Source: an optimization exercise on an open RTL-to-GDS flow (aim: small area). Production flows keep margins and buffers that such runs may drop. RTL that was checked went through simulation tests only; none was proved equivalent to the original. Function not checked in run 1: the RTL went through the layout flow alone. The clock cells of runs 2 to 7 come from the design's own scripts or RTL, not from TritonCTS. No driver is modelled on the clock port, so clock power and skew are understated where the tree is cut down; a real chip needs a root buffer or a tree. Power and IR drop assume default switching activity.

**design.v**
```verilog
module safecrack_final_version (
    input             clk,
    input             rst,
    input             confirm,
    input      [3:0]  btn_n,
    output reg        led_green,
    output reg        led_red
);
    localparam [3:0] S_IDLE_U = 4'd0;
    localparam [3:0] S_PROG_U = 4'd1;
    localparam [3:0] S_IDLE_S = 4'd2;
    localparam [3:0] S_PROG_S = 4'd3;
    localparam [3:0] S_IN1 = 4'd4;
    localparam [3:0] S_FB1 = 4'd5;
    localparam [3:0] S_IN2 = 4'd6;
    localparam [3:0] S_FB2 = 4'd7;
    localparam [3:0] S_IN3 = 4'd8;
    localparam [3:0] S_FB3 = 4'd9;
    localparam [3:0] S_CHECK = 4'd10;
    localparam [3:0] S_UNL = 4'd11;
    localparam [3:0] S_LOCK = 4'd12;
    reg [3:0] bs1, bs2;
    reg       fe_any;
    reg [1:0] fe_dig;
    wire [3:0] fall = bs2 & ~bs1;
    always @(posedge clk) begin
        bs1 <= btn_n;
        bs2 <= bs1;
        fe_any <= |fall;
        fe_dig <= fall[0] ? 2'd0 : fall[1] ? 2'd1 : fall[2] ? 2'd2 : 2'd3;
    end
    reg cs1, cs2;
    always @(posedge clk or posedge rst)
        if (rst) begin cs1 <= 1'b0; cs2 <= 1'b0; end
        else begin cs1 <= confirm; cs2 <= cs1; end
    reg [3:0] state;
    reg [1:0] aux;
    reg [1:0] pw0, pw1, pw2;    
    reg [16:0] cnt;           
    reg [9:0] bl;           
    reg       bon;               
    wire in_st = (state == S_IN1) | (state == S_IN2) | (state == S_IN3);
    wire fb_st = (state == S_FB1) | (state == S_FB2) | (state == S_FB3);
    wire match = (fe_dig == pw0);
    wire fb_done = ~cnt[0] & cnt[1] & ~cnt[3] & ~cnt[4] & ~cnt[5] & cnt[6] & cnt[10] & cnt[13] & ~cnt[15];
    wire lk_done = ~cnt[0] & ~cnt[1] & cnt[2] & ~cnt[4] & cnt[5] & ~cnt[6] & cnt[8] & ~cnt[9] & ~cnt[10] & cnt[11] & ~cnt[12] & cnt[13] & cnt[14] & ~cnt[15] & cnt[16];
    wire store = (state == S_PROG_U) & fe_any & (aux != 2'd3);
    always @(posedge clk or posedge rst)
        if (rst) begin state <= S_IDLE_U; aux <= 2'd0; end
        else begin
            case (state)
                S_IDLE_U: if (cs2) state <= S_PROG_U;
                S_PROG_U: begin
                    if (!cs2) state <= (aux == 2'd3) ? S_IDLE_S : S_IDLE_U;
                    if (store) aux <= aux + 2'd1;
                end
                S_IDLE_S: begin
                    aux[1] <= 1'b1;
                    state <= cs2 ? S_PROG_S : S_IN1;
                end
                S_PROG_S: if (!cs2) state <= S_IDLE_S;
                S_IN1:  if (fe_any) state <= S_FB1;
                S_FB1:  if (fb_done) state <= S_IN2;
                S_IN2:  if (fe_any) state <= S_FB2;
                S_FB2:  if (fb_done) state <= S_IN3;
                S_IN3:  if (fe_any) state <= S_FB3;
                S_FB3:  if (fb_done) state <= S_CHECK;
                S_CHECK: state <= aux[1] ? S_UNL : S_LOCK;
                S_UNL:  if (cs2) state <= S_PROG_S;
                S_LOCK: if (lk_done) state <= S_IDLE_S;
                default: state <= S_IDLE_U;
            endcase
            if (in_st & fe_any) aux <= {aux[1] & match, match};
        end
    always @(posedge clk) begin
        if (store) begin
            pw0 <= pw1; pw1 <= pw2; pw2 <= fe_dig;
        end else if (in_st & fe_any) begin
            pw0 <= pw1; pw1 <= pw2; pw2 <= pw0;
        end
    end
    wire run = fb_st | (state == S_LOCK);
    wire [16:0] cq = cnt ^ 17'd87381;
    wire [16:0] cnext = run ? {cq[15:0], cq[16] ^ cq[13]} : 17'd2119;
    always @(posedge clk) cnt <= cnext ^ 17'd87381;
    wire bjump = ~bl[0] & ~bl[1] & ~bl[2] & bl[3] & bl[4] & bl[5] & ~bl[6] & ~bl[7] & ~bl[8];
    wire b500 = ~bl[0] & bl[1] & bl[2] & bl[3] & bl[4] & bl[5] & ~bl[6] & ~bl[7] & ~bl[8] & ~bl[9];
    always @(posedge clk or posedge rst)
        if (rst) begin bl <= 10'd112; bon <= 1'b0; end
        else begin
            bl <= {bl[8:0], bl[9] ^ bl[6] ^ bjump};
            bon <= b500 | (bon & ~bjump);
        end
    always @(*) begin
        led_green = (state == S_UNL) | (fb_st & aux[0] & bon);
        led_red = (state == S_LOCK);
    end
endmodule
```
**flow/run.sh**
```bash
#!/bin/bash
bash standard.sh > standard.log 2>&1
```
**standard.sh**
```bash
#!/bin/bash
# synth_recipe.tcl (not shown) runs the flow's synth.tcl, then flattens the netlist and writes it again
# the make line also repeats each setting of config.mk as NAME=value (left out here)
make -C /OpenROAD-flow-scripts/flow DESIGN_CONFIG=/design/flow/config.mk WORK_HOME=/design/flow/orfs CLKGATE_MAP_FILE= SYNTH_SCRIPT=/design/flow/synth_recipe.tcl "${@:-finish}"
```
**config.mk**
```make
export PLATFORM = sky130hd
export DESIGN_NAME = safecrack_final_version
export DESIGN_NICKNAME = safecrack_final_version
export VERILOG_FILES = /design/flow/design.v
export SDC_FILE = /design/flow/constraint.sdc
export NUM_CORES = 4
export LEC_CHECK = 0
export CAP_MARGIN = 20
export CORE_MARGIN = 2
export CORE_UTILIZATION = 40
export SLEW_MARGIN = 20
```
**constraint.sdc**
```tcl
create_clock -name core_clock -period 10.0 [get_ports {clk}]
set_input_delay 2.0000 -clock core_clock [delete_from_list [all_inputs] [get_ports {clk}]]
set_output_delay 2.0000 -clock core_clock [all_outputs]
set_load 0.01 [all_outputs]
```
==> results.py, run 1 <==
metrics = {
    "power_and_ir_drop": {
        "p_leak_nw": 0.897,
        "total_power_uw": 619,
        "p_seq_share_pct": 49.7,
        "p_sw_uw": 206,
        "pwr_density_cell_nw_per_um2": 286,
        "ir_worst_vdd_mv": 0.129,
        "p_clk_share_pct": 21.3,
        "switching_share_pct": 33.3,
        "pwr-share-comb_pct": 29.0,
        "p_int_uw": 413,
    },
    "routing": {
        "vias": 1232,
        "drt-total-wl_um": 3140,
        "antenna_left": 0,
        "drt-pass1-iter-count": 4,
        "via_per_inst": 5.22,
        "wl_per_cell_um": 13.3,
        "drcViolationCount": 0,
        "drtIter0Drc": 59,
    },
    "clock_network": {
        "cts_setup_buffers": 0,
        "insertion_delay_ns": 0.30,
        "cts_buffers": 5,
        "cts_tree": "built",
        "path_clk_slew_ns": 0.09,
        "hold_buffers": 0,
        "cts.sinks": 53,
        "cts-root-buf": "clkbuf_8",
        "cts_max_level": 2,
        "ctsResizeCount": 0,
        "clk_path_buf_depth": 2,
    },
    "yosys": {
        "synthXorXnorAreaFrac_pct": 2.72,
        "synthSimpleGateAreaFrac_pct": 17.1,
        "synth_compound_area_share_pct": 10.4,
        "syn_area_per_cell_sq_um": 11.2,
        "yosys.cell_types.count": 44,
        "syn_area_sq_um": 1930,
        "ys_seq_area_share_pct": 63.1,
        "muxShareOfSynthArea_pct": 3.50,
        "synth_top_family_by_area": "simple AND/OR/NAND/NOR gates",
        "synth_cells": 172,
        "ys_seq_elements": 53,
        "synth_fa_ha_area_share_pct": 0.648,
        "syn_nets": 180,
        "yosys_warnings": 1,
    },
    "status": {
        "status": "finished clean",
    },
    "setup_path": {
        "arrival_ns": 1.95,
        "r2r_cells": 5,
        "required_ns": 8.00,
        "worst-path-max-fanout": 16,
        "startpoint": "state[3]$_DFFE_PP0P_",
        "critPathCaptureType": "output pin",
        "reg2reg_to": "state[2]$_DFFE_PP0P_",
        "setup.worst_path.class": "flop to output pin",
        "setup.worst_path.end": "led_green",
        "r2r_start": "state[3]$_DFFE_PP0P_",
        "start_kind": "flop",
        "rrSetupSlack_ns": 7.90,
    },
    "die": {
        "io_pins": 9,
        "rows": 25,
        "dieArea_sq_um": 5400,
        "core-area_sq_um": 4690,
        "start_util_pct": 41.2,
        "die_h_um": 73.5,
        "die_w_um": 73.5,
    },
    "hold_path": {
        "hp-class": "flop to flop",
    },
    "timing": {
        "grt_setup_unrepaired": "false",
        "tightest_slew_ns": 0.710,
        "clock_skew_ns": 0.00381,
        "slew_headroom_pct": 52.7,
        "fin_hold_ws_ns": 0.353,
        "hold_viol_final": 0,
        "period_share_pct": 39.5,
        "setup-violations-final": 0,
        "clock.fmax_mhz": 253,
        "min_period_ns": 3.95,
        "maxSlewViolCount": 0,
        "fin_tns_setup_ns": 0,
    },
    "layout": {
        "layout_commonest_cell": "dfxtp_1",
        "finalInstanceArea_sq_um": 2160,
        "drive_gt1_share_pct": 8.24,
        "most-common-layout-cells": "28 x dfxtp_1, 22 x nand2_1, 16 x dfrtp_1",
        "diodes": 0,
        "fillers": 437,
        "synthToLayoutAreaGrowth_pct": 12.0,
        "nNetsFinal": 189,
    },
    "job": {
        "max-cap-violations": 0,
    },
    "grt": {
        "grt_pass1_vias": 1232,
        "grt_pass1_wl_um": 5420,
        "grt_util_met2_pct": 21.0,
        "grt-ovfl-total": 0,
        "grt_use_met3_pct": 3.29,
        "met1_usage_pct": 17.3,
        "grt-busiest-layer": "met2",
        "grt_antenna_before_repair": 0,
        "grtUsageTotal_pct": 13.2,
        "grt_start_max_net_pins": 22,
    },
    "placement": {
        "place_congestion": 0.859,
        "placed_area_sq_um": 2050,
        "port_buffers": 8,
        "hpwlAfterDp_um": 2240,
    },
}
[power groups by stage]
stage / sequential (mW) / clock [mW] / combinational (mW)
3_5_place_dp: 0.311 / 0 / 0.179
6_report: 0.308 / 0.132 / 0.179
3_3_place_gp: 0.309 / 0 / 0.174
2_1_floorplan: 0.282 / 0 / 0.167
5_1_grt: 0.315 / 0.144 / 0.202
4_1_cts: 0.307 / 0.136 / 0.180
[worst max-delay path: stages, from the launching register on]
cell and delay [ns]:
dfrtp_1 0.54, nand2b_1 0.25, o22ai_1 0.17, and2_1 0.15, clkdlybuf4s50_1 0.53
[cell usage after synthesis]
cell type / n / area [sq um]
dfxtp_1: 28 / 561
nand2_1: 22 / 82.6
dfrtp_1: 16 / 400
nor2_1: 14 / 52.6
a21oi_1: 6 / 30.0
edfxtp_1: 6 / 180
inv_1: 6 / 22.5
nand2b_1: 6 / 37.5
xnor2_1: 6 / 52.6
nor3_1: 5 / 25.0
o21ai_0: 5 / 25.0
clkbuf_1: 4 / 15.0
and3_1: 3 / 18.8
dfstp_2: 3 / 78.8
mux2_4: 3 / 45.0
o21ai_1: 3 / 15.0
a211o_1: 2 / 17.5
a22oi_1: 2 / 15.0
buf_2: 2 / 10.0
mux2_1: 2 / 22.5
nand4_1: 2 / 12.5
nor2b_1: 2 / 12.5
nor4bb_1: 2 / 20.0
o22ai_1: 2 / 12.5
a211oi_1: 1 / 7.51
a21o_1: 1 / 7.51
a31oi_1: 1 / 6.26
and2_1: 1 / 6.26
and4b_1: 1 / 10.0
ha_1: 1 / 12.5
nand3_1: 1 / 5.00
nand3b_1: 1 / 7.51
nand4b_1: 1 / 8.76
nor3b_1: 1 / 7.51
nor4b_1: 1 / 8.76
nor4b_2: 1 / 15.0
o211ai_1: 1 / 7.51
o21a_1: 1 / 7.51
o21bai_1: 1 / 7.51
o221ai_1: 1 / 8.76
o2bb2ai_1: 1 / 8.76
o31a_1: 1 / 8.76
o31ai_1: 1 / 7.51
o32ai_1: 1 / 8.76
[metrics by stage]
step | std cells | worst slack, ns | util, %
floorplan | 172 | 6.98 | -
global placement | 228 | 6.44 | 43.8
detailed placement | 228 | 6.40 | 43.8
CTS | 236 | 6.05 | 46.1
global route | 236 | 5.94 | 46.1
finish | 236 | 6.05 | 46.1
[layer usage]
layer | up-vias | wire (um)
met4 | 0 | 37
met1 | 594 | 1450
met5 | - | 0
li1 | 614 | -
met2 | 20 | 1550
met3 | 4 | 101
[cell families after synthesis]
logic type / count (synthesis)
AO/OA/AOI/OAI: 31
XOR/XNOR: 6
adder cells (fa/ha/maj): 1
buffers and inverters: 12
flip-flops: 53
multiplexers: 5
AND/OR/NAND/NOR: 64
[how the worst min path moves through the flow]
stage                   startpoint        endpoint  slack, ns  cells after the start
finish              bs1[1]$_DFF_P_  bs2[1]$_DFF_P_       0.35                      0
global route        bs1[1]$_DFF_P_  bs2[1]$_DFF_P_       0.36                      0
CTS                 bs1[1]$_DFF_P_  bs2[1]$_DFF_P_       0.35                      0
detailed placement  bs1[1]$_DFF_P_  bs2[1]$_DFF_P_       0.34                      0
global placement     cs1$_DFF_PP0_   cs2$_DFF_PP0_       0.34                      0
floorplan           bs1[1]$_DFF_P_  bs2[1]$_DFF_P_       0.33                      0
[sequential cells by signal, indices dropped and copies added, names as in the netlist]
| signal | cells |
|---|---|
| pw1 | 2 |
| bon | 1 |
| cs2 | 1 |
| pw2 | 2 |
| pw0 | 2 |
| state | 4 |
| aux | 2 |
| cnt | 17 |
| bl | 10 |
| cs1 | 1 |
| fe_any | 1 |
| bs1 | 4 |
| bs2 | 4 |
| fe_dig | 2 |
[cell type report]
type                       instances  area [sq um]  area share (%)
clock inverter                     2          16.3           0.751
timing repair buffer               8          80.1            3.70
multi-input combinational        107           664            30.7
inverter                           6          22.5            1.04
tap                               54          67.6            3.12
clock buffer                       6          93.8            4.34
sequential                        53          1220            56.4
==> run 2, diff against run 1 <==
--- a/design.v
+++ b/design.v
@@ -9,14 +9,14 @@
     localparam [3:0] S_IDLE_U = 4'd0;
-    localparam [3:0] S_PROG_U = 4'd1;
+    localparam [3:0] S_PROG_U = 4'd4;
     localparam [3:0] S_IDLE_S = 4'd2;
-    localparam [3:0] S_PROG_S = 4'd3;
-    localparam [3:0] S_IN1 = 4'd4;
-    localparam [3:0] S_FB1 = 4'd5;
-    localparam [3:0] S_IN2 = 4'd6;
-    localparam [3:0] S_FB2 = 4'd7;
-    localparam [3:0] S_IN3 = 4'd8;
-    localparam [3:0] S_FB3 = 4'd9;
-    localparam [3:0] S_CHECK = 4'd10;
-    localparam [3:0] S_UNL = 4'd11;
-    localparam [3:0] S_LOCK = 4'd12;
+    localparam [3:0] S_PROG_S = 4'd6;
+    localparam [3:0] S_IN1 = 4'd10;
+    localparam [3:0] S_FB1 = 4'd11;
+    localparam [3:0] S_IN2 = 4'd12;
+    localparam [3:0] S_FB2 = 4'd13;
+    localparam [3:0] S_IN3 = 4'd14;
+    localparam [3:0] S_FB3 = 4'd15;
+    localparam [3:0] S_CHECK = 4'd8;
+    localparam [3:0] S_UNL = 4'd1;
+    localparam [3:0] S_LOCK = 4'd9;
     reg [3:0] bs1, bs2;
==> flow/run.sh (replaced) <==
#!/bin/bash
# Layout flow: the standard ORFS flow (standard.sh) with three changes that
# only affect how the layout is built:
#  - synthesis is synth_recipe.tcl unchanged, except that Yosys's abc call uses an
#    area-oriented ABC script (flow/abc_area.script); flip-flop mapping is untouched;
#  - port buffers use sky130_fd_sc_hd__buf_1;
#  - the clock tree is one level of CLKBUF_N buffers (flow/cts_hook.tcl), each at the
#    centroid of its share of the registers, all driven from the clock port.
set -euo pipefail
W=$(pwd)
{
  echo 'proc abc {args} {'
  echo '  set i [lsearch -exact $args -script]'
  echo "  if {\$i >= 0} { lset args [expr {\$i+1}] $W/flow/abc_area.script }"
  echo '  yosys abc {*}$args'
  echo '}'
  cat synth_recipe.tcl
} > synth_area.tcl
export PRE_CTS_TCL=$W/flow/cts_hook.tcl
export CLKBUF_CELL=sky130_fd_sc_hd__buf_6
export CLKBUF_N=3
bash standard.sh SYNTH_SCRIPT=$W/synth_area.tcl \
  'BUFFER_PORTS_ARGS=-buffer_cell sky130_fd_sc_hd__buf_1' finish > standard.log 2>&1
==> flow/abc_area.script (new file) <==
&get -n
&st
&syn2
&dch
&nf -a
&st
&dch
&nf -a
&put
==> flow/cts_hook.tcl (new file) <==
# Clock tree for a small design: the clock sinks are split by recursive bisection
# into CLKBUF_N groups; each group gets one clock buffer at its centroid, driven
# straight from the clock port (one buffer level, no dummy loads).
rename clock_tree_synthesis __orfs_clock_tree_synthesis

proc _bisect {items n} {
  # items: list of {iterm x y}; returns list of n groups
  if {$n <= 1} { return [list $items] }
  set xs [lmap it $items {lindex $it 1}]
  set ys [lmap it $items {lindex $it 2}]
  set dx [expr {[tcl::mathfunc::max {*}$xs] - [tcl::mathfunc::min {*}$xs]}]
  set dy [expr {[tcl::mathfunc::max {*}$ys] - [tcl::mathfunc::min {*}$ys]}]
  set k [expr {$dx >= $dy ? 1 : 2}]
  set sorted [lsort -integer -index $k $items]
  set n1 [expr {$n / 2}]
  set cut [expr {[llength $sorted] * $n1 / $n}]
  return [concat [_bisect [lrange $sorted 0 [expr {$cut - 1}]] $n1] \
                 [_bisect [lrange $sorted $cut end] [expr {$n - $n1}]]]
}

proc clock_tree_synthesis {args} {
  set cell $::env(CLKBUF_CELL)
  set nbuf $::env(CLKBUF_N)
  set block [ord::get_db_block]
  set db [ord::get_db]
  set clk [$block findNet clk]
  set master [$db findMaster $cell]
  set items {}
  foreach it [$clk getITerms] {
    set loc [[$it getInst] getLocation]
    lappend items [list $it [lindex $loc 0] [lindex $loc 1]]
  }
  set g 0
  foreach grp [_bisect $items $nbuf] {
    set inst [odb::dbInst_create $block $master clkbuf_root_$g]
    set net [odb::dbNet_create $block clknet_root_$g]
    $net setSigType CLOCK
    set sx 0; set sy 0; set n 0
    foreach item $grp {
      set it [lindex $item 0]
      set sx [expr {$sx + [lindex $item 1]}]
      set sy [expr {$sy + [lindex $item 2]}]
      incr n
      $it disconnect
      $it connect $net
    }
    [$inst findITerm A] connect $clk
    [$inst findITerm X] connect $net
    $inst setLocation [expr {$sx / $n}] [expr {$sy / $n}]
    $inst setPlacementStatus PLACED
    puts "clock buffer clkbuf_root_$g ($cell) drives $n sinks"
    incr g
  }
  set_propagated_clock [all_clocks]
}
--- a/config.mk
+++ b/config.mk
@@ -8,4 +8,4 @@
 export CAP_MARGIN = 20
-export CORE_MARGIN = 2
-export CORE_UTILIZATION = 40
+export CORE_AREA = 2 2 60 60
+export DIE_AREA = 0 0 62 62
 export SLEW_MARGIN = 20
==> run 2 against run 1 <==
Against the previous run: sequential power fell by 6%; worst setup slack improved by 0.46 ns; combinational power decreased by 35%; first-iteration DRC count grew 34%; final cell count down 11%; die area shrank 29%; largest power group unchanged.
==> results.py, run 2 <==
metrics = {
    "yosys": {
        "yosys_warnings": 1,
        "syn_area_per_cell_sq_um": 11.6,
        "yosysTopAreaCell": "dfxtp_1",
        "synthSimpleGateAreaFrac_pct": 16.9,
        "muxShareOfSynthArea_pct": 3.72,
        "async_flop_share_pct": 35.8,
        "yosys.cell_types.count": 31,
        "syn_nets": 161,
        "synthXorXnorAreaFrac_pct": 2.95,
        "ys_seq_area_share_pct": 68.5,
        "yosys-top-cells-count": "28 x dfxtp_1, 23 x nor2_1, 17 x nand2_1",
        "synth_top_area_share_pct": 31.5,
        "synthFlopType": "dfxtp_1",
        "synth_fa_ha_area_share_pct": 0.703,
        "ys_seq_elements": 53,
        "synth_edf_count": 6,
        "synth_cells": 153,
        "synth_top_family_by_area": "simple AND/OR/NAND/NOR gates",
        "synth.area.top_cells": "dfxtp_1 31%, dfrtp_1 22%, edfxtp_1 10%, nor2_1 4.8%, dfstp_2 4.4%",
        "synth_compound_area_share_pct": 5.06,
        "syn_area_sq_um": 1780,
        "synth.most_common_cell": "dfxtp_1",
    },
    "power_and_ir_drop": {
        "p_sw_uw": 148,
        "p_int_uw": 334,
        "ir_worst_vdd_mv": 0.130,
        "p_leak_nw": 0.738,
        "pwr-share-comb_pct": 24.4,
        "p_seq_share_pct": 60.5,
        "p_clk_share_pct": 15.2,
        "total_power_uw": 482,
        "switching_share_pct": 30.8,
        "pwr_density_cell_nw_per_um2": 253,
    },
    "layout": {
        "largestRegisters": "cnt: 17 flops, bl: 10 flops",
        "layout_commonest_cell": "dfxtp_1",
        "synthToLayoutAreaGrowth_pct": 6.82,
        "top_register": "cnt",
        "largest_register_ffs": 17,
        "most-common-layout-cells": "28 x dfxtp_1, 23 x nor2_1, 17 x nand2_1",
        "drive_gt1_share_pct": 3.66,
        "diodes": 0,
        "nNetsFinal": 174,
        "fin_cells": 210,
    },
    "grt": {
        "grt-ovfl-total": 0,
        "grt_antenna_before_repair": 0,
        "grt_pass1_vias": 1029,
        "grtUsageTotal_pct": 14.8,
        "grt_start_max_net_pins": 20,
        "grt_pass1_wl_um": 4410,
    },
    "timing": {
        "clock_skew_ns": 0.0137,
        "tightest_slew_ns": 0.643,
        "setup-violations-final": 0,
        "period_share_pct": 34.8,
        "clock.fmax_mhz": 287,
        "fin_hold_ws_ns": 0.359,
        "hold_viol_final": 0,
        "grt_setup_unrepaired": "false",
        "slew_headroom_pct": 56.9,
        "maxSlewViolCount": 0,
        "fin_tns_setup_ns": 0,
        "min_period_ns": 3.48,
    },
    "routing": {
        "drcViolationCount": 0,
        "drtIter0Drc": 79,
        "vias": 1082,
        "drt-total-wl_um": 2590,
        "drt-pass1-iter-count": 4,
        "antenna_left": 0,
        "wl_per_cell_um": 12.3,
        "via_per_inst": 5.15,
    },
    "job": {
        "max-cap-violations": 0,
    },
    "setup_path": {
        "crit_path_max_incr_delay_ns": 0.47,
        "path_cells": "or2_0 > nand4_1 > o21ai_0 > and2_0 > buf_1",
        "required_ns": 8.00,
        "worst-path-max-fanout": 8,
        "slowest_stage": "dfrtp_1",
        "start_kind": "flop",
        "setup.worst_path.class": "flop to output pin",
        "arrival_ns": 1.48,
        "critPathCaptureType": "output pin",
    },
    "placement": {
        "hpwlAfterDp_um": 1870,
        "port_buffers": 8,
        "place_congestion": 0.831,
        "dp_cells": 207,
    },
    "clock_network": {
        "cts_setup_buffers": 0,
        "ctsResizeCount": 0,
        "insertion_delay_ns": 0.14,
        "path_clk_slew_ns": 0.12,
        "hold_buffers": 0,
    },
    "hold_path": {
        "hp-class": "flop to flop",
    },
    "die": {
        "core-area_sq_um": 3280,
        "io_pins": 9,
        "die_w_um": 62,
        "dieArea_sq_um": 3840,
        "die_h_um": 62,
        "start_util_pct": 54.2,
        "rows": 21,
    },
    "status": {
        "status": "finished clean",
    },
}
-- run 2: cell types whose count changed after synthesis, moves of 4 or more --
cell,change
nand2b_1,-6
clkbuf_1,-4
nor2_1,+9
nand3_1,+5
o21ai_0,-4
nand2_1,-5
nor3_1,-4
inv_1,-6
clkinv_1,+10
-- run 2: worst paths after layout --
| check | start | cells past startpoint | slack [ns] | end |
|---|---|---|---|---|
| worst max-delay path | state[2]$_DFFE_PP0P_ | 5 | 6.52 | led_green |
| worst min-delay path | bs1[0]$_DFF_P_ | 0 | 0.36 | bs2[0]$_DFF_P_ |
| worst max register to register | state[2]$_DFFE_PP0P_ | 5 | 8.09 | state[2]$_DFFE_PP0P_ |
| worst min register to register | bs1[0]$_DFF_P_ | 0 | 0.36 | bs2[0]$_DFF_P_ |
| max in group asynchronous | rst | 2 | 7.82 | bl[4]$_DFF_PP1_ |
| min in group asynchronous | rst | 2 | 1.82 | state[3]$_DFFE_PP0P_ |
-- run 2: cell families after synthesis --
logic type	count (synthesis)
and+or+nand+nor	64
DFF	53
AOI/OAI and AO/OA	13
buffers and inverters	10
xor gates and xnor gates	6
muxes	6
adders and majority gates	1
-- run 2: area by class of cell --
class                   count  area [sq um]
plain buffers               3          33.8
fillers                   299          1380
inverters                  10          37.5
multi-input cells          90           523
flip-flops and latches     53          1220
well taps                  46          57.6
repair buffers              8          30.0
-- run 2: metal layers --
metal  vias to the layer above  track usage, %  wire length, um
li1                        550               -                -
met2                        13            26.5             1200
met4                         0            2.43               46
met3                         4           0.828               68
met5                         -               0                0
met1                       515            20.0             1280
-- run 2: critical path, delay by kind of cell (launching register included) --
family | cells | cell delay, ns
AO/OA/AOI/OAI | 1 | 0.09
flip-flops | 1 | 0.47
AND/OR/NAND/NOR | 3 | 0.64
buffers and inverters | 1 | 0.14
-- run 2: power groups by stage --
stage | clock network [mW] | registers (mW) | logic (mW)
2_1_floorplan | 0 | 0.287 | 0.0961
3_3_place_gp | 0 | 0.293 | 0.117
3_5_place_dp | 0 | 0.295 | 0.119
4_1_cts | 0.0757 | 0.291 | 0.119
5_1_grt | 0.0844 | 0.297 | 0.135
6_report | 0.0730 | 0.291 | 0.117
-- run 2: through the flow --
stage	util (%)	cell area, sq um	setup WS (ns)
global route	57.9	1900	6.33
detailed placement	56.9	1870	6.71
global placement	56.9	1870	6.76
floorplan	-	1780	6.92
CTS	57.9	1900	6.52
finish	57.9	1900	6.52
==> run 3, diff against run 2 <==
--- a/design.v
+++ b/design.v
@@ -39,4 +39,4 @@
     reg [16:0] cnt;           
-    reg [9:0] bl;           
-    reg       bon;               
+    reg [8:0] bq;            
+    reg       bh;                
     wire in_st = (state == S_IN1) | (state == S_IN2) | (state == S_IN3);
@@ -44,4 +44,4 @@
     wire match = (fe_dig == pw0);
-    wire fb_done = ~cnt[0] & cnt[1] & ~cnt[3] & ~cnt[4] & ~cnt[5] & cnt[6] & cnt[10] & cnt[13] & ~cnt[15];
-    wire lk_done = ~cnt[0] & ~cnt[1] & cnt[2] & ~cnt[4] & cnt[5] & ~cnt[6] & cnt[8] & ~cnt[9] & ~cnt[10] & cnt[11] & ~cnt[12] & cnt[13] & cnt[14] & ~cnt[15] & cnt[16];
+    wire fb_done = ~cnt[0] & cnt[1] & cnt[2] & cnt[3] & cnt[4] & ~cnt[6] & cnt[9] & cnt[10] & ~cnt[14];
+    wire lk_done = fb_done & cnt[5] & cnt[7] & cnt[11] & cnt[12] & cnt[13] & ~cnt[16];
     wire store = (state == S_PROG_U) & fe_any & (aux != 2'd3);
@@ -54,3 +54,3 @@
                     if (!cs2) state <= (aux == 2'd3) ? S_IDLE_S : S_IDLE_U;
-                    if (store) aux <= aux + 2'd1;
+                    if (store) aux <= (aux == 2'd0) ? 2'd1 : (aux == 2'd1) ? 2'd2 : 2'd3;
                 end
@@ -83,14 +83,13 @@
     wire [16:0] cq = cnt ^ 17'd87381;
-    wire [16:0] cnext = run ? {cq[15:0], cq[16] ^ cq[13]} : 17'd2119;
+    wire [16:0] cnext = run ? {cq[15:0], cq[16] ^ cq[13]} : 17'd3073;
     always @(posedge clk) cnt <= cnext ^ 17'd87381;
-    wire bjump = ~bl[0] & ~bl[1] & ~bl[2] & bl[3] & bl[4] & bl[5] & ~bl[6] & ~bl[7] & ~bl[8];
-    wire b500 = ~bl[0] & bl[1] & bl[2] & bl[3] & bl[4] & bl[5] & ~bl[6] & ~bl[7] & ~bl[8] & ~bl[9];
+    wire bjump = ~bq[0] & ~bq[1] & bq[2] & bq[3] & ~bq[4] & ~bq[5] & bq[7] & (bq[8] ~^ bh);
     always @(posedge clk or posedge rst)
-        if (rst) begin bl <= 10'd112; bon <= 1'b0; end
+        if (rst) begin bq <= 9'd409; bh <= 1'b0; end
         else begin
-            bl <= {bl[8:0], bl[9] ^ bl[6] ^ bjump};
-            bon <= b500 | (bon & ~bjump);
+            bq <= {bq[7:0], bq[8] ^ bq[1] ^ bq[4] ^ bq[6] ^ bjump};
+            bh <= bh ^ bjump;
         end
     always @(*) begin
-        led_green = (state == S_UNL) | (fb_st & aux[0] & bon);
+        led_green = (state == S_UNL) | (fb_st & aux[0] & bh);
         led_red = (state == S_LOCK);
==> flow/abc_area.script (replaced) <==
&get -n
&st
&dc2
&dch -x
&nf -a -R 1000
&st
&dc2
&dch -x
&nf -a -R 1000
&put
==> run 3 against run 2 <==
Against the previous run: still clean; final area decreased by 3.3%; final cell count is 4.3% lower; core utilization fell by 1.9 points; critical path depth decreased by 1; global-route usage is 0.18 points lower; worst hold slack lost 0.011 ns; wire length down 0.15%; first-iteration DRC count decreased by 35%; power down 7.1%; critical path type unchanged; critical endpoint unchanged; largest cell class unchanged; largest power group unchanged.
==> results.py, run 3 <==
metrics = {
    "grt": {
        "met1_usage_pct": 21.7,
        "grt_pass1_wl_um": 4240,
        "grt-busiest-layer": "met2",
        "grtUsageTotal_pct": 14.6,
        "grt_antenna_before_repair": 0,
        "grt_start_max_net_pins": 19,
        "grt-ovfl-total": 0,
        "grt_use_met3_pct": 1.24,
        "grt_pass1_vias": 929,
        "grt_util_met2_pct": 24.0,
    },
    "hold_path": {
        "min_from": "cs1$_DFF_PP0_",
        "hp-class": "flop to flop",
    },
    "power_and_ir_drop": {
        "pwr-share-comb_pct": 20.8,
        "p_sw_uw": 134,
        "p_seq_share_pct": 63.3,
        "p_clk_share_pct": 15.8,
        "p_int_uw": 314,
        "ir_worst_vdd_mv": 0.135,
        "p_leak_nw": 0.699,
        "total_power_uw": 448,
        "pwr_density_cell_nw_per_um2": 243,
        "switching_share_pct": 29.9,
    },
    "placement": {
        "place_congestion": 0.830,
        "placed_area_sq_um": 1810,
        "port_buffers": 8,
        "hpwlAfterDp_um": 1900,
    },
    "layout": {
        "layout_commonest_cell": "dfxtp_1",
        "fillers": 289,
        "most-common-layout-cells": "28 x dfxtp_1, 17 x nand2_1, 14 x nor2_1",
        "diodes": 0,
        "drive_gt1_share_pct": 5.16,
        "largestRegisters": "cnt: 17 flops, bq: 9 flops",
        "synthToLayoutAreaGrowth_pct": 7.06,
        "finalInstanceArea_sq_um": 1840,
        "top_register": "cnt",
        "final_util_pct": 56.0,
        "nNetsFinal": 164,
        "largest_register_ffs": 17,
    },
    "yosys": {
        "ys_seq_elements": 52,
        "synth_fa_ha_area_share_pct": 0,
        "synth_top_family_by_area": "simple AND/OR/NAND/NOR gates",
        "async_flop_share_pct": 34.6,
        "syn_nets": 151,
        "yosysTopAreaCell": "dfxtp_1",
        "synth_top_area_share_pct": 32.6,
        "synthSimpleGateAreaFrac_pct": 14.3,
        "syn_area_sq_um": 1720,
        "synth_compound_area_share_pct": 9.03,
        "muxShareOfSynthArea_pct": 1.31,
        "synthFlopType": "dfxtp_1",
        "synth.most_common_cell": "dfxtp_1",
        "synth_edf_count": 6,
        "synth.area.top_cells": "dfxtp_1 33%, dfrtp_1 19%, edfxtp_1 10%, dfstp_2 7.6%, nand2_1 3.7%",
        "synth_cells": 144,
        "syn_area_per_cell_sq_um": 11.9,
        "yosys.cell_types.count": 33,
        "ys_seq_area_share_pct": 69.7,
        "yosys_warnings": 1,
        "yosys-top-cells-count": "28 x dfxtp_1, 17 x nand2_1, 14 x nor2_1",
        "synthXorXnorAreaFrac_pct": 4.08,
    },
    "setup_path": {
        "start_kind": "flop",
        "critPathCaptureType": "output pin",
        "setup.worst_path.class": "flop to output pin",
        "r2r_start": "state[0]$_DFFE_PP0P_",
        "slowest_stage": "dfrtp_1",
        "startpoint": "state[0]$_DFFE_PP0P_",
        "worst-path-max-fanout": 11,
        "required_ns": 8.00,
        "path_cells": "and2_0 > o2111ai_1 > nand2_1 > buf_1",
        "crit_path_max_incr_delay_ns": 0.53,
        "arrival_ns": 1.63,
    },
    "routing": {
        "drt-pass1-iter-count": 4,
        "drt-total-wl_um": 2590,
        "wl_per_cell_um": 12.9,
        "antenna_left": 0,
        "via_per_inst": 5.13,
        "drtIter0Drc": 51,
        "drcViolationCount": 0,
        "vias": 1032,
    },
    "clock_network": {
        "insertion_delay_ns": 0.13,
        "ctsResizeCount": 0,
        "path_clk_slew_ns": 0.10,
        "cts_setup_buffers": 0,
        "hold_buffers": 0,
    },
    "timing": {
        "grt_setup_unrepaired": "false",
        "period_share_pct": 36.3,
        "fin_tns_setup_ns": 0,
        "setup-violations-final": 0,
        "min_period_ns": 3.63,
        "hold_viol_final": 0,
        "clock.fmax_mhz": 275,
        "tightest_slew_ns": 0.606,
        "maxSlewViolCount": 0,
        "slew_headroom_pct": 59.4,
        "clock_skew_ns": 0.00928,
    },
    "die": {
        "die_h_um": 62,
        "die_w_um": 62,
        "dieArea_sq_um": 3840,
        "rows": 21,
        "core-area_sq_um": 3280,
        "start_util_pct": 52.3,
        "io_pins": 9,
    },
    "job": {
        "max-cap-violations": 0,
    },
    "status": {
        "status": "finished clean",
    },
}
[run 3: worst paths after layout]
| check | slack, ns | cells past startpoint | end |
|---|---|---|---|
| setup / recovery | 6.37 | 4 | led_green |
| hold / removal | 0.35 | 0 | cs2$_DFF_PP0_ |
| setup reg to reg | 8.19 | 6 | state[1]$_DFFE_PP0P_ |
| hold reg to reg | 0.35 | 0 | cs2$_DFF_PP0_ |
| max in group asynchronous | 7.84 | 2 | bq[3]$_DFF_PP1_ |
| min in group asynchronous | 1.82 | 2 | state[0]$_DFFE_PP0P_ |
[run 3: logic make-up (layout without fill, tap and decap cells)]
| kind of cell | after synthesis | count (layout) |
|---|---|---|
| simple gates | 52 | 52 |
| flops | 52 | 52 |
| compound gates | 23 | 23 |
| buf+inv | 7 | 18 |
| xor+xnor | 8 | 8 |
| mux | 2 | 2 |
[run 3: final cells by class]
cell class,count,area (sq um),share of cell area [%]
buffer,3,33.8,1.84
sequential,52,1200,65.1
multi-input combinational,85,494,26.9
timing repair buffer,8,30.0,1.63
tap,46,57.6,3.13
inverter,7,26.3,1.43
[run 3: power groups by stage]
stage	sequential, mW	clock (mW)	combinational [mW]
2_1_floorplan	0.279	0	0.0749
3_3_place_gp	0.285	0	0.0930
3_5_place_dp	0.288	0	0.0937
4_1_cts	0.283	0.0735	0.0944
5_1_grt	0.289	0.0821	0.108
6_report	0.283	0.0709	0.0932
[run 3: per-layer routing]
metal | vias up | share of wire [%] | wire (um)
met1 | 489 | 47 | 1230
met3 | 5 | 3.7 | 97
met4 | 0 | 1.7 | 45
met2 | 19 | 47 | 1220
met5 | - | 0 | 0
li1 | 519 | - | -
[run 3: stage by stage]
stage               setup slack [ns]  hold slack [ns]  std cells
floorplan                       6.92            0.331        144
global placement                6.61            0.334        198
detailed placement              6.54            0.336        198
CTS                             6.35            0.348        201
global route                    6.20            0.352        201
finish                          6.37            0.348        201
[run 3: worst max-delay path, delay by kind of cell (launching register included)]
family                 cells  cell delay (ns)
DFF                        1             0.53
and+or+nand+nor            2             0.61
AOI/OAI and AO/OA          1             0.20
buffers and inverters      1             0.15
==> run 4, diff against run 3 <==
--- a/design.v
+++ b/design.v
@@ -38,3 +38,3 @@
     reg [1:0] pw0, pw1, pw2;    
-    reg [16:0] cnt;           
+    reg [14:0] cnt;           
     reg [8:0] bq;            
@@ -44,4 +44,4 @@
     wire match = (fe_dig == pw0);
-    wire fb_done = ~cnt[0] & cnt[1] & cnt[2] & cnt[3] & cnt[4] & ~cnt[6] & cnt[9] & cnt[10] & ~cnt[14];
-    wire lk_done = fb_done & cnt[5] & cnt[7] & cnt[11] & cnt[12] & cnt[13] & ~cnt[16];
+    wire fb_done = ~cnt[1] & ~cnt[4] & cnt[5] & cnt[6] & ~cnt[7] & cnt[8] & ~cnt[10] & cnt[11] & cnt[13] & ~cnt[14];
+    wire lk_done = fb_done & cnt[2] & ~cnt[3] & ~cnt[9] & cnt[12] & ~aux[0];
     wire store = (state == S_PROG_U) & fe_any & (aux != 2'd3);
@@ -67,5 +67,11 @@
                 S_FB3:  if (fb_done) state <= S_CHECK;
-                S_CHECK: state <= aux[1] ? S_UNL : S_LOCK;
+                S_CHECK: begin
+                    state <= aux[1] ? S_UNL : S_LOCK;
+                    aux <= 2'd0;
+                end
                 S_UNL:  if (cs2) state <= S_PROG_S;
-                S_LOCK: if (lk_done) state <= S_IDLE_S;
+                S_LOCK: begin
+                    if (lk_done) state <= S_IDLE_S;
+                    aux <= {aux[0], cq[14]};
+                end
                 default: state <= S_IDLE_U;
@@ -82,5 +88,6 @@
     wire run = fb_st | (state == S_LOCK);
-    wire [16:0] cq = cnt ^ 17'd87381;
-    wire [16:0] cnext = run ? {cq[15:0], cq[16] ^ cq[13]} : 17'd3073;
-    always @(posedge clk) cnt <= cnext ^ 17'd87381;
+    wire [14:0] cq = cnt ^ 15'd10922;
+    wire cfb = cq[13] ^ ((state == S_LOCK) ? aux[1] : cq[14]);
+    wire [14:0] cnext = run ? {cq[13:0], cfb} : 15'd834;
+    always @(posedge clk) cnt <= cnext ^ 15'd10922;
     wire bjump = ~bq[0] & ~bq[1] & bq[2] & bq[3] & ~bq[4] & ~bq[5] & bq[7] & (bq[8] ~^ bh);
==> flow/abc_area.script (replaced) <==
&get -n
&st
&deepsyn -T 10
&dch
&nf -a -R 1000
&put
==> run 4 against run 3 <==
Against the previous run: clock skew rose by 0.0024 ns; sequential share of layout area is 1.3 points higher; flip-flop and latch count fell by 2; wire length down 13%; core utilization shrank 3.0 points; sequential power decreased by 4%; power fell by 4.7%.
==> results.py, run 4 <==
metrics = {
    "status": {
        "status": "finished clean",
    },
    "placement": {
        "dpl_worst_slack_ns": 6.71,
        "port_buffers": 8,
        "hpwlAfterDp_um": 1680,
        "place_congestion": 0.780,
    },
    "yosys": {
        "ys_seq_elements": 50,
        "synth.most_common_cell": "dfxtp_1",
        "async_flop_share_pct": 36.0,
        "synth.area.top_cells": "dfxtp_1 32%, dfrtp_1 20%, edfxtp_1 11%, dfstp_2 8.1%, nand2_1 4.9%",
        "synth_cells": 137,
        "yosysTopAreaCell": "dfxtp_1",
        "synth_edf_count": 6,
        "synth_top_area_share_pct": 32.1,
        "yosys-top-cells-count": "26 x dfxtp_1, 21 x nand2_1, 14 x nor2_1",
        "syn_area_per_cell_sq_um": 11.8,
        "yosys_warnings": 1,
        "yosys.cell_types.count": 30,
        "ys_seq_area_share_pct": 71.4,
        "syn_area_sq_um": 1620,
        "syn_nets": 144,
        "synthFlopType": "dfxtp_1",
    },
    "setup_path": {
        "worst-path-max-fanout": 9,
        "crit_buf_inv": 1,
        "arrival_ns": 1.44,
        "slowest_stage": "dfrtp_1",
        "r2r_start": "aux[0]$_DFFE_PP0P_",
        "setup.worst_path.class": "flop to output pin",
        "start_kind": "flop",
        "startpoint": "state[0]$_DFFE_PP0P_",
        "required_ns": 8.00,
        "cp_top_family": "simple AND/OR/NAND/NOR gates",
        "critPathCaptureType": "output pin",
        "path_cells": "and2_0 > nand3_1 > o22ai_1 > buf_1",
        "crit_path_max_incr_delay_ns": 0.46,
        "rrSetupSlack_ns": 7.94,
    },
    "timing": {
        "tightest_slew_ns": 0.588,
        "clock.fmax_mhz": 291,
        "maxSlewViolCount": 0,
        "hold_viol_final": 0,
        "grt_setup_unrepaired": "false",
        "clock_skew_ns": 0.0117,
        "min_period_ns": 3.44,
        "slew_headroom_pct": 60.6,
        "setup_ws_ns": 6.56,
        "period_share_pct": 34.4,
        "setup-violations-final": 0,
        "fin_tns_setup_ns": 0,
        "fin_hold_ws_ns": 0.350,
    },
    "routing": {
        "wl_per_cell_um": 11.6,
        "antenna_left": 0,
        "via_per_inst": 4.89,
        "drcViolationCount": 0,
        "vias": 948,
        "drtIter0Drc": 33,
        "drt-pass1-iter-count": 3,
        "drt-total-wl_um": 2250,
    },
    "layout": {
        "largestRegisters": "cnt: 15 flops, bq: 9 flops",
        "layout_commonest_cell": "dfxtp_1",
        "largest_register_ffs": 15,
        "synthToLayoutAreaGrowth_pct": 7.49,
        "drive_gt1_share_pct": 5.41,
        "most-common-layout-cells": "26 x dfxtp_1, 21 x nand2_1, 14 x nor2_1",
        "diodes": 0,
        "top_register": "cnt",
        "nNetsFinal": 157,
    },
    "job": {
        "max-cap-violations": 0,
    },
    "grt": {
        "grt_antenna_before_repair": 0,
        "grtUsageTotal_pct": 12.4,
        "grt-ovfl-total": 0,
        "grt_pass1_wl_um": 3710,
        "grt_pass1_vias": 844,
        "grt_start_max_net_pins": 19,
    },
    "clock_network": {
        "path_clk_slew_ns": 0.11,
        "ctsResizeCount": 0,
        "cts_setup_buffers": 0,
        "insertion_delay_ns": 0.13,
        "hold_buffers": 0,
    },
    "power_and_ir_drop": {
        "p_leak_nw": 0.676,
        "pwr_density_cell_nw_per_um2": 245,
        "ir_worst_vdd_mv": 0.148,
    },
    "die": {
        "io_pins": 9,
        "core-area_sq_um": 3280,
        "die_h_um": 62,
        "rows": 21,
        "start_util_pct": 49.3,
        "die_w_um": 62,
        "dieArea_sq_um": 3840,
    },
    "hold_path": {
        "hp-class": "flop to flop",
        "min_from": "bs1[3]$_DFF_P_",
    },
}
-- run 4: changes by cell type after synthesis, sizes merged, moves of 2 or more --
| cell | before | now |
|---|---|---|
| dfxtp | 28 | 26 |
| o21a | 0 | 2 |
| nand2 | 17 | 21 |
| or4 | 0 | 2 |
| nor3 | 4 | 1 |
| xnor2 | 6 | 4 |
| mux2 | 2 | 0 |
-- run 4: layer usage --
layer	GRT usage (%)	share of wire, %	up-vias
met5	0	0	-
met4	2.13	2.2	0
met3	1.04	2.7	5
met2	19.6	42	10
met1	19.0	53	442
li1	-	-	491
-- run 4: cell families (layout without fill, tap and decap cells) --
logic type / after synthesis / count (layout) / share of synthesized area (%)
AO/OA/AOI/OAI: 20 / 20 / 7.64
XOR/XNOR: 6 / 6 / 3.24
buffers and inverters: 6 / 17 / 1.39
flip-flops: 50 / 50 / 71.4
multiplexers: 1 / 1 / 0.618
AND/OR/NAND/NOR: 54 / 54 / 15.7
-- run 4: where the power goes --
part	internal, mW	switching, mW
logic	0.0336	0.0513
registers	0.244	0.0286
clock network	0.0242	0.0444
total	0.302	0.124
-- run 4: layout make-up --
class                   count  area, sq um
inverters                   6         22.5
well taps                  46         57.6
fillers                   298         1540
plain buffers               3         33.8
flip-flops and latches     50         1160
multi-input cells          81          440
repair buffers              8         30.0
-- run 4: worst paths after layout --
path                                        endpoint  depth (start not counted)
worst max register to register  state[2]$_DFFE_PP0P_                          6
worst max-delay path                       led_green                          4
min in group asynchronous       state[0]$_DFFE_PP0P_                          2
worst min-delay path                  bs2[3]$_DFF_P_                          0
worst min register to register        bs2[3]$_DFF_P_                          0
max in group asynchronous            bq[8]$_DFF_PP1_                          2
-- run 4: metrics by stage --
stage          area, sq um  utilization (%)  std cells  total power [mW]
6_report              1740             53.0        194             0.426
5_1_grt               1740             53.0        194             0.454
4_1_cts               1740             53.0        194             0.431
3_5_place_dp          1710             52.0        191             0.362
3_3_place_gp          1710             52.0        191             0.360
2_1_floorplan         1620                -        137             0.338
-- run 4: worst register-to-register path: cells and delay by family (launching register included) --
family / cells / cell delay (ns)
AO/OA/AOI/OAI: 2 / 0.57
XOR/XNOR: 1 / 0.15
flip-flops: 1 / 0.46
AND/OR/NAND/NOR: 3 / 0.78
==> run 5, diff against run 4 <==
--- a/design.v
+++ b/design.v
@@ -25,2 +25,3 @@
     wire [3:0] fall = bs2 & ~bs1;
+    wire [1:0] fdig = fall[0] ? 2'd0 : fall[1] ? 2'd1 : fall[2] ? 2'd2 : 2'd3;
     always @(posedge clk) begin
@@ -28,4 +29,2 @@
         bs2 <= bs1;
-        fe_any <= |fall;
-        fe_dig <= fall[0] ? 2'd0 : fall[1] ? 2'd1 : fall[2] ? 2'd2 : 2'd3;
     end
@@ -38,3 +37,3 @@
     reg [1:0] pw0, pw1, pw2;    
-    reg [14:0] cnt;           
+    reg [12:0] cnt;           
     reg [8:0] bq;            
@@ -44,4 +43,4 @@
     wire match = (fe_dig == pw0);
-    wire fb_done = ~cnt[1] & ~cnt[4] & cnt[5] & cnt[6] & ~cnt[7] & cnt[8] & ~cnt[10] & cnt[11] & cnt[13] & ~cnt[14];
-    wire lk_done = fb_done & cnt[2] & ~cnt[3] & ~cnt[9] & cnt[12] & ~aux[0];
+    wire fb_done = cnt[0] & ~cnt[1] & cnt[3] & ~cnt[4] & cnt[5] & cnt[7] & cnt[9] & ~cnt[10] & ~cnt[11] & cnt[12];
+    wire lk_done = fb_done & cnt[2] & cnt[8] & fe_any & fe_dig[0] & ~aux[1];
     wire store = (state == S_PROG_U) & fe_any & (aux != 2'd3);
@@ -74,3 +73,3 @@
                     if (lk_done) state <= S_IDLE_S;
-                    aux <= {aux[0], cq[14]};
+                    aux <= {aux[0], fe_dig[0]};
                 end
@@ -88,6 +87,16 @@
     wire run = fb_st | (state == S_LOCK);
-    wire [14:0] cq = cnt ^ 15'd10922;
-    wire cfb = cq[13] ^ ((state == S_LOCK) ? aux[1] : cq[14]);
-    wire [14:0] cnext = run ? {cq[13:0], cfb} : 15'd834;
-    always @(posedge clk) cnt <= cnext ^ 15'd10922;
+    wire [12:0] cq = cnt ^ 13'd2730;
+    wire cfb = cq[2] ^ ((state == S_LOCK) ? aux[1] : cq[12]);
+    wire [12:0] cnext = run ? {cq[11:0], cfb} : 13'd5136;
+    always @(posedge clk) cnt <= cnext ^ 13'd2730;
+    always @(posedge clk) begin
+        fe_dig[1] <= fdig[1];
+        if (state == S_LOCK) begin
+            fe_any <= cq[12]; fe_dig[0] <= fe_any;
+        end else if (state == S_CHECK) begin
+            fe_any <= 1'b1; fe_dig[0] <= 1'b1;
+        end else begin
+            fe_any <= |fall; fe_dig[0] <= fdig[0];
+        end
+    end
     wire bjump = ~bq[0] & ~bq[1] & bq[2] & bq[3] & ~bq[4] & ~bq[5] & bq[7] & (bq[8] ~^ bh);
==> run 5 against run 4 <==
Against the previous run: global-route usage grew 2.2 points; area after synthesis shrank 0.54%; critical path depth is the same; via count grew 2.7%; clock skew shrank 0.0072 ns; synthesized cell count shrank 2.2%; wire length grew 12%; core utilization shrank 0.27 points; combinational power grew 32%; final cell count shrank 1.5%; critical path type unchanged; critical endpoint is now led_red.
==> results.py, run 5 <==
metrics = {
    "layout": {
        "synthToLayoutAreaGrowth_pct": 7.53,
        "top_register": "cnt",
        "most-common-layout-cells": "24 x dfxtp_1, 20 x nand2_1, 13 x nor2_1, 13 x dfrtp_1, 8 x buf_1",
        "diodes": 0,
        "nNetsFinal": 154,
        "layout_commonest_cell": "dfxtp_1",
        "drive_gt1_share_pct": 5.52,
        "largestRegisters": "cnt: 13 flops, bq: 9 flops",
        "largest_register_ffs": 13,
        "final_util_pct": 52.8,
    },
    "grt": {
        "grt-ovfl-total": 0,
        "grt_start_max_net_pins": 19,
        "grt_pass1_wl_um": 4310,
        "grt_pass1_vias": 888,
        "grtUsageTotal_pct": 14.7,
        "grt_antenna_before_repair": 0,
    },
    "die": {
        "rows": 21,
        "die_w_um": 62,
        "start_util_pct": 49.1,
        "die_h_um": 62,
        "core-area_sq_um": 3280,
        "io_pins": 9,
        "dieArea_sq_um": 3840,
    },
    "yosys": {
        "synth_top_area_share_pct": 29.8,
        "syn_area_per_cell_sq_um": 12.0,
        "synth.area.top_cells": "dfxtp_1 30%, dfrtp_1 20%, edfxtp_1 11%, dfstp_2 8.2%, nand2_1 4.7%",
        "async_flop_share_pct": 37.5,
        "syn_area_sq_um": 1610,
        "synth_cells": 134,
        "yosys.cell_types.count": 36,
        "synthFlopType": "dfxtp_1",
        "ys_seq_elements": 48,
        "yosys-top-cells-count": "24 x dfxtp_1, 20 x nand2_1, 13 x dfrtp_1, 13 x nor2_1",
        "synth_edf_count": 6,
        "yosys_warnings": 1,
        "ys_seq_area_share_pct": 69.3,
        "synth.most_common_cell": "dfxtp_1",
        "syn_nets": 141,
        "yosysTopAreaCell": "dfxtp_1",
    },
    "timing": {
        "maxSlewViolCount": 0,
        "clock_skew_ns": 0.00448,
        "grt_setup_unrepaired": "false",
        "setup-violations-final": 0,
        "clock.fmax_mhz": 278,
        "slew_headroom_pct": 59.4,
        "period_share_pct": 36.0,
        "hold_viol_final": 0,
        "fin_tns_setup_ns": 0,
        "min_period_ns": 3.60,
        "tightest_slew_ns": 0.605,
    },
    "setup_path": {
        "critPathCaptureType": "output pin",
        "path_cells": "and2_0 > nand2_1 > clkinv_1 > buf_1",
        "arrival_ns": 1.60,
        "setup.worst_path.class": "flop to output pin",
        "slowest_stage": "dfrtp_1",
        "start_kind": "flop",
        "worst-path-max-fanout": 10,
        "cp_top_family": "simple AND/OR/NAND/NOR gates",
        "required_ns": 8.00,
        "crit_path_max_incr_delay_ns": 0.52,
        "crit_buf_inv": 2,
    },
    "placement": {
        "place_congestion": 0.847,
        "port_buffers": 8,
        "hpwlAfterDp_um": 1780,
    },
    "power_and_ir_drop": {
        "pwr_density_cell_nw_per_um2": 271,
        "p_leak_nw": 0.667,
        "ir_worst_vdd_mv": 0.141,
    },
    "hold_path": {
        "hp-class": "flop to flop",
    },
    "routing": {
        "drcViolationCount": 0,
        "wl_per_cell_um": 13.1,
        "antenna_left": 0,
        "drt-pass1-iter-count": 5,
        "via_per_inst": 5.10,
        "drtIter0Drc": 30,
        "drt-total-wl_um": 2510,
        "vias": 974,
    },
    "status": {
        "status": "finished clean",
    },
    "clock_network": {
        "hold_buffers": 0,
        "cts_setup_buffers": 0,
        "insertion_delay_ns": 0.13,
        "ctsResizeCount": 0,
        "path_clk_slew_ns": 0.10,
    },
    "job": {
        "max-cap-violations": 0,
    },
}
==> run 5: cell count changes after synthesis, sizes merged, moves of 2 or more <==
cell	before	now
dfxtp	26	24
or4	2	0
a31oi	2	4
nand2b	3	1
o21ai	5	3
mux2	0	2
nand3	4	1
==> run 5: final cells by class <==
class,instances,area (sq um)
fill,316,1550
sequential,48,1120
multi-input combinational,81,475
tap,46,57.6
buffer,3,33.8
timing repair buffer,8,30.0
inverter,5,18.8
==> run 5: metrics by stage <==
step	setup slack (ns)	hold WS, ns	power, mW	cells	area (sq um)
after global routing	6.22	0.366	0.502	191	1730
after CTS	6.40	0.360	0.472	191	1730
after detailed placement	6.57	0.336	0.402	188	1700
after floorplan	6.92	0.331	0.370	134	1610
after global placement	6.64	0.334	0.400	188	1700
final	6.40	0.357	0.469	191	1730
==> run 5: path summary, 6_finish.rpt <==
check                                     startpoint                  to  slack [ns]  cells after the start
worst max-delay path            state[3]$_DFFE_PP0P_             led_red        6.40                      4
max in group asynchronous                        rst     bq[0]$_DFF_PP1_        7.84                      2
worst max register to register  state[3]$_DFFE_PP0P_  aux[0]$_DFFE_PP0P_        7.65                      7
worst min-delay path                   cs1$_DFF_PP0_       cs2$_DFF_PP0_        0.36                      0
worst min register to register         cs1$_DFF_PP0_       cs2$_DFF_PP0_        0.36                      0
min in group asynchronous                        rst  aux[0]$_DFFE_PP0P_        1.82                      2
==> run 5: cells by family after synthesis <==
kind of cell / count (synthesis) / share of synthesized area, %
xor gates and xnor gates: 6 / 3.26
AOI/OAI and AO/OA: 23 / 9.47
muxes: 3 / 2.02
buffers and inverters: 5 / 1.16
and+or+nand+nor: 49 / 14.8
DFF: 48 / 69.3
==> run 5: per-layer routing <==
layer / global-route usage, % / routed length (um)
met5: 0 / 0
met4: 2.13 / 41
met3: 1.66 / 117
met2: 22.0 / 1080
met1: 23.3 / 1270
==> run 5: power breakdown <==
part           total, mW  internal, mW  switching (mW)
combinational      0.112        0.0474          0.0647
sequential         0.287         0.250          0.0367
clock             0.0702        0.0242          0.0460
total              0.469         0.321           0.147
==> run 5: worst reg2reg max path: stages, from the launching register on <==
cell      delay [ns]
dfrtp_1         0.50
nor2b_1         0.19
nor4bb_1        0.35
a21boi_0        0.53
o21bai_1        0.38
nor2_1          0.08
a21oi_1         0.13
a22o_1          0.14
==> run 6, diff against run 5 <==
--- a/design.v
+++ b/design.v
@@ -25,3 +25,3 @@
     wire [3:0] fall = bs2 & ~bs1;
-    wire [1:0] fdig = fall[0] ? 2'd0 : fall[1] ? 2'd1 : fall[2] ? 2'd2 : 2'd3;
+    wire [1:0] fdig = fall[0] ? 2'd1 : fall[1] ? 2'd2 : fall[2] ? 2'd3 : 2'd0;
     always @(posedge clk) begin
==> run 6 against run 5 <==
Against the previous run: maximum frequency decreased by 2.1%; clock skew increased by 0.0012 ns; die area unchanged; final area decreased by 1.1%; sequential share of layout area increased by 0.71 points; worst hold slack got worse by 0.0041 ns; still clean on timing, DRC and antenna.
==> results.py, run 6 <==
metrics = {
    "timing": {
        "fin_hold_ws_ns": 0.353,
        "grt_setup_unrepaired": "false",
        "tightest_slew_ns": 0.977,
        "setup-violations-final": 0,
        "fin_tns_setup_ns": 0,
        "maxSlewViolCount": 0,
        "period_share_pct": 36.8,
        "hold_viol_final": 0,
        "clock.fmax_mhz": 272,
        "clock_skew_ns": 0.00570,
        "min_period_ns": 3.68,
        "slew_headroom_pct": 34.2,
    },
    "placement": {
        "port_buffers": 8,
        "place_congestion": 0.881,
        "dp_cells": 193,
        "hpwlAfterDp_um": 1830,
    },
    "layout": {
        "regArea_sq_um": 1120,
        "diodes": 0,
        "largest_register_ffs": 13,
        "layout_commonest_cell": "nand2_1",
        "synthToLayoutAreaGrowth_pct": 7.62,
        "fin_cells": 196,
        "top_register": "cnt",
        "nNetsFinal": 159,
        "largestRegisters": "cnt: 13 flops, bq: 9 flops",
        "multiInputGateArea_sq_um": 460,
        "most-common-layout-cells": "25 x nand2_1, 24 x dfxtp_1, 16 x nor2_1",
        "fillers": 301,
        "final_util_pct": 52.2,
        "drive_gt1_share_pct": 5.33,
    },
    "setup_path": {
        "setup.worst_path.class": "flop to output pin",
        "slowest_stage": "dfrtp_1",
        "critPathCaptureType": "output pin",
        "start_kind": "flop",
        "path_cells": "and2_0 > nand2_1 > clkinv_1 > buf_1",
        "arrival_ns": 1.68,
        "worst-path-max-fanout": 12,
        "crit_path_max_incr_delay_ns": 0.51,
        "required_ns": 8.00,
    },
    "routing": {
        "drt-total-wl_um": 2510,
        "vias": 989,
        "drcViolationCount": 0,
        "drtIter0Drc": 55,
        "via_per_inst": 5.05,
        "antenna_left": 0,
        "drt-pass1-iter-count": 4,
        "wl_per_cell_um": 12.8,
    },
    "yosys": {
        "syn_area_per_cell_sq_um": 11.5,
        "ys_seq_area_share_pct": 70.1,
        "synthFlopType": "dfxtp_1",
        "yosys-top-cells-count": "25 x nand2_1, 24 x dfxtp_1, 16 x nor2_1",
        "yosysTopAreaCell": "dfxtp_1",
        "synth.area.top_cells": "dfxtp_1 30%, dfrtp_1 20%, edfxtp_1 11%, dfstp_2 8.2%, nand2_1 5.9%",
        "yosys_warnings": 1,
        "yosys.cell_types.count": 27,
        "syn_nets": 146,
        "syn_area_sq_um": 1590,
        "synth_top_area_share_pct": 30.2,
        "synth.most_common_cell": "nand2_1",
        "synth_edf_count": 6,
        "synth_cells": 139,
        "async_flop_share_pct": 37.5,
        "ys_seq_elements": 48,
    },
    "clock_network": {
        "hold_buffers": 0,
        "cts_setup_buffers": 0,
        "insertion_delay_ns": 0.13,
        "ctsResizeCount": 0,
        "path_clk_slew_ns": 0.10,
    },
    "die": {
        "die_h_um": 62,
        "start_util_pct": 48.5,
        "die_w_um": 62,
        "core-area_sq_um": 3280,
        "dieArea_sq_um": 3840,
        "rows": 21,
        "io_pins": 9,
    },
    "power_and_ir_drop": {
        "p_leak_nw": 0.686,
        "total_power_uw": 479,
        "pwr_density_cell_nw_per_um2": 280,
        "ir_worst_vdd_mv": 0.151,
    },
    "job": {
        "max-cap-violations": 0,
    },
    "grt": {
        "grt_pass1_wl_um": 4150,
        "grt_start_max_net_pins": 19,
        "grt_antenna_before_repair": 0,
        "grtUsageTotal_pct": 14.1,
        "grt_pass1_vias": 920,
        "grt-ovfl-total": 0,
    },
    "status": {
        "status": "finished clean",
    },
    "hold_path": {
        "hp-class": "flop to flop",
    },
}
-- run 6: cell count changes after synthesis, sizes merged, moves of 2 or more --
| cell | before | now |
|---|---|---|
| nand2 | 20 | 25 |
| o21ai | 3 | 6 |
| nor2 | 13 | 16 |
| a31oi | 4 | 2 |
| a21oi | 6 | 9 |
-- run 6: area by class of cell --
class	count	share of cell area, %
timing repair buffer	8	1.75
buffer	3	1.97
inverter	4	0.876
multi-input combinational	87	26.9
tap	46	3.36
sequential	48	65.2
-- run 6: power by group --
group          switching (mW)  internal [mW]  leakage (nW)
Sequential             0.0366          0.252         0.470
Combinational          0.0749         0.0452         0.198
Clock                  0.0458         0.0242        0.0182
-- run 6: path summary, 6_finish.rpt --
kind | from | cells after the start | end | slack [ns]
max | state[3]$_DFFE_PP0P_ | 4 | led_red | 6.32
min | bs1[3]$_DFF_P_ | 0 | bs2[3]$_DFF_P_ | 0.35
max reg2reg | state[3]$_DFFE_PP0P_ | 8 | state[1]$_DFFE_PP0P_ | 7.84
min reg2reg | bs1[3]$_DFF_P_ | 0 | bs2[3]$_DFF_P_ | 0.35
max in group asynchronous | rst | 2 | bq[3]$_DFF_PP1_ | 7.83
min in group asynchronous | rst | 2 | state[3]$_DFFE_PP0P_ | 1.83
-- run 6: cell families after synthesis --
logic type / share of synthesized area (%)
compound gates: 7.31
simple gates: 17.4
mux: 1.41
flops: 70.1
buf+inv: 0.942
xor+xnor: 2.75
-- run 6: metrics by stage --
stage	setup WS [ns]	area (sq um)
final	6.32	1710
after detailed placement	6.47	1680
after CTS	6.29	1710
after floorplan	6.86	1590
after global routing	6.17	1710
after global placement	6.54	1680
-- run 6: worst max-delay path, delay by kind of cell, from the launching register on --
| kind | cells | cell delay, ns |
|---|---|---|
| buf+inv | 2 | 0.26 |
| flops | 1 | 0.51 |
| simple gates | 2 | 0.78 |
-- run 6: layer usage --
metal  wire [um]  GRT usage [%]  up-vias
li1            -              -      497
met1        1210           20.9      466
met2        1160           22.8       19
met3          74           1.04        7
met4          59           3.04        0
met5           0              0        -
==> run 7, diff against run 6 <==
--- a/flow/run.sh
+++ b/flow/run.sh
@@ -19,4 +19,4 @@
 export PRE_CTS_TCL=$W/flow/cts_hook.tcl
-export CLKBUF_CELL=sky130_fd_sc_hd__buf_6
-export CLKBUF_N=3
+export CLKBUF_CELL=sky130_fd_sc_hd__buf_8
+export CLKBUF_N=2
 bash standard.sh SYNTH_SCRIPT=$W/synth_area.tcl \
==> run 7 against run 6 <==
Against the previous run: still clean on timing, DRC and antenna; wire length down 0.60%; synthesized cell count unchanged; first-iteration DRC count down 25%; global-route usage down 0.13 points; final area down 0.22%; via count down 1.5%; clock power down 3.9%; area after synthesis unchanged; final cell count down 0.51%; power down 0.46%; register-to-register slack about the same; core utilization down 0.11 points; largest power group unchanged.
==> results.py, run 7 <==
metrics = {
    "power_and_ir_drop": {
        "ir_worst_vdd_mv": 0.107,
        "p_sw_uw": 156,
        "switching_share_pct": 32.8,
        "p_int_uw": 320,
        "p_leak_nw": 0.683,
        "total_power_uw": 477,
        "pwr_density_cell_nw_per_um2": 279,
        "pwr-share-comb_pct": 25.2,
        "p_clk_share_pct": 14.1,
        "p_seq_share_pct": 60.6,
    },
    "routing": {
        "drt-total-wl_um": 2490,
        "drtIter0Drc": 41,
        "antenna_left": 0,
        "drcViolationCount": 0,
        "via_per_inst": 4.99,
        "drt-pass1-iter-count": 4,
        "vias": 974,
        "wl_per_cell_um": 12.8,
    },
    "setup_path": {
        "critPathCaptureType": "output pin",
        "required_ns": 8.00,
        "start_kind": "flop",
        "setup.worst_path.class": "flop to output pin",
        "crit_path_max_incr_delay_ns": 0.51,
        "path_cells": "and2_0 > nand2_1 > clkinv_1 > buf_1",
        "arrival_ns": 1.70,
        "worst-path-max-fanout": 12,
        "slowest_stage": "dfrtp_1",
        "cp_top_family": "simple AND/OR/NAND/NOR gates",
        "crit_buf_inv": 2,
    },
    "die": {
        "core-area_sq_um": 3280,
        "io_pins": 9,
        "rows": 21,
        "die_w_um": 62,
        "start_util_pct": 48.5,
        "dieArea_sq_um": 3840,
        "die_h_um": 62,
    },
    "layout": {
        "largest_register_ffs": 13,
        "nNetsFinal": 158,
        "layout_commonest_cell": "nand2_1",
        "top_register": "cnt",
        "diodes": 0,
        "synthToLayoutAreaGrowth_pct": 7.38,
        "most-common-layout-cells": "25 x nand2_1, 24 x dfxtp_1, 16 x nor2_1",
        "fillers": 300,
        "drive_gt1_share_pct": 4.70,
        "largestRegisters": "cnt: 13 flops, bq: 9 flops",
        "multiInputGateArea_sq_um": 460,
        "regArea_sq_um": 1120,
        "final_util_pct": 52.1,
    },
    "timing": {
        "grt_setup_unrepaired": "false",
        "tightest_slew_ns": 0.946,
        "period_share_pct": 37.0,
        "clock_skew_ns": 0.00244,
        "clock.fmax_mhz": 270,
        "slew_headroom_pct": 36.3,
        "hold_viol_final": 0,
        "min_period_ns": 3.70,
        "setup-violations-final": 0,
        "fin_tns_setup_ns": 0,
        "maxSlewViolCount": 0,
    },
    "clock_network": {
        "path_clk_slew_ns": 0.12,
        "ctsResizeCount": 0,
        "insertion_delay_ns": 0.14,
        "cts_setup_buffers": 0,
        "hold_buffers": 0,
    },
    "yosys": {
        "synth.most_common_cell": "nand2_1",
        "synth_top_area_share_pct": 30.2,
        "async_flop_share_pct": 37.5,
        "synth_edf_count": 6,
        "yosys_warnings": 1,
        "yosys.cell_types.count": 27,
        "ys_seq_elements": 48,
        "yosys-top-cells-count": "25 x nand2_1, 24 x dfxtp_1, 16 x nor2_1",
        "syn_nets": 146,
        "ys_seq_area_share_pct": 70.1,
        "synth.area.top_cells": "dfxtp_1 30%, dfrtp_1 20%, edfxtp_1 11%, dfstp_2 8.2%, nand2_1 5.9%",
        "synth_cells": 139,
        "syn_area_per_cell_sq_um": 11.5,
        "syn_area_sq_um": 1590,
        "yosysTopAreaCell": "dfxtp_1",
        "synthFlopType": "dfxtp_1",
    },
    "job": {
        "max-cap-violations": 0,
    },
    "grt": {
        "grt_start_max_net_pins": 25,
        "grt_antenna_before_repair": 0,
        "grtUsageTotal_pct": 14.0,
        "grt_pass1_vias": 912,
        "grt-ovfl-total": 0,
        "grt_pass1_wl_um": 4140,
    },
    "placement": {
        "place_congestion": 0.881,
        "port_buffers": 8,
        "hpwlAfterDp_um": 1830,
    },
    "hold_path": {
        "hp-class": "flop to flop",
    },
    "status": {
        "status": "finished clean",
    },
}
[run 7: metrics by stage]
step	instance area, sq um	hold slack, ns	std cells	setup WS, ns
floorplan	1590	0.323	139	6.86
global placement	1680	0.332	193	6.54
detailed placement	1680	0.336	193	6.47
CTS	1710	0.359	195	6.27
global route	1710	0.372	195	6.13
finish	1710	0.356	195	6.30
[run 7: cell type report]
cell class	count	share of cell area, %
sequential	48	65.3
multi-input combinational	87	26.9
tap	46	3.37
timing repair buffer	8	1.76
buffer	2	1.76
inverter	4	0.878
[run 7: routing by layer]
layer | part of all wire [%] | vias up | global-route usage, %
met3 | 2.2 | 5 | 0.828
li1 | - | 494 | -
met4 | 2.1 | 0 | 2.43
met2 | 47 | 13 | 22.6
met5 | 0 | - | 0
met1 | 49 | 462 | 21.1
[run 7: power by group through the flow]
stage	registers [mW]	logic [mW]	clock network, mW
2_1_floorplan	0.281	0.0952	0
3_3_place_gp	0.292	0.119	0
3_5_place_dp	0.293	0.122	0
4_1_cts	0.289	0.122	0.0697
5_1_grt	0.296	0.142	0.0759
6_report	0.289	0.120	0.0674
[run 7: kinds of logic (layout without fill, tap and decap cells)]
group	count (synthesis)	after routing	share of synthesized area (%)
multiplexers	2	2	1.41
XOR/XNOR	5	5	2.75
flip-flops	48	48	70.1
buffers and inverters	4	14	0.942
AND/OR/NAND/NOR	59	59	17.4
AO/OA/AOI/OAI	21	21	7.31
[run 7: worst paths after layout]
| check | from | slack (ns) | depth (start not counted) | endpoint |
|---|---|---|---|---|
| setup / recovery | state[3]$_DFFE_PP0P_ | 6.30 | 4 | led_red |
| hold / removal | bs1[3]$_DFF_P_ | 0.36 | 0 | bs2[3]$_DFF_P_ |
| setup reg to reg | state[3]$_DFFE_PP0P_ | 7.83 | 8 | state[1]$_DFFE_PP0P_ |
| hold reg to reg | bs1[3]$_DFF_P_ | 0.36 | 0 | bs2[3]$_DFF_P_ |
| max in group asynchronous | rst | 7.84 | 2 | bq[8]$_DFF_PP1_ |
| min in group asynchronous | rst | 1.82 | 2 | cs2$_DFF_PP0_ |
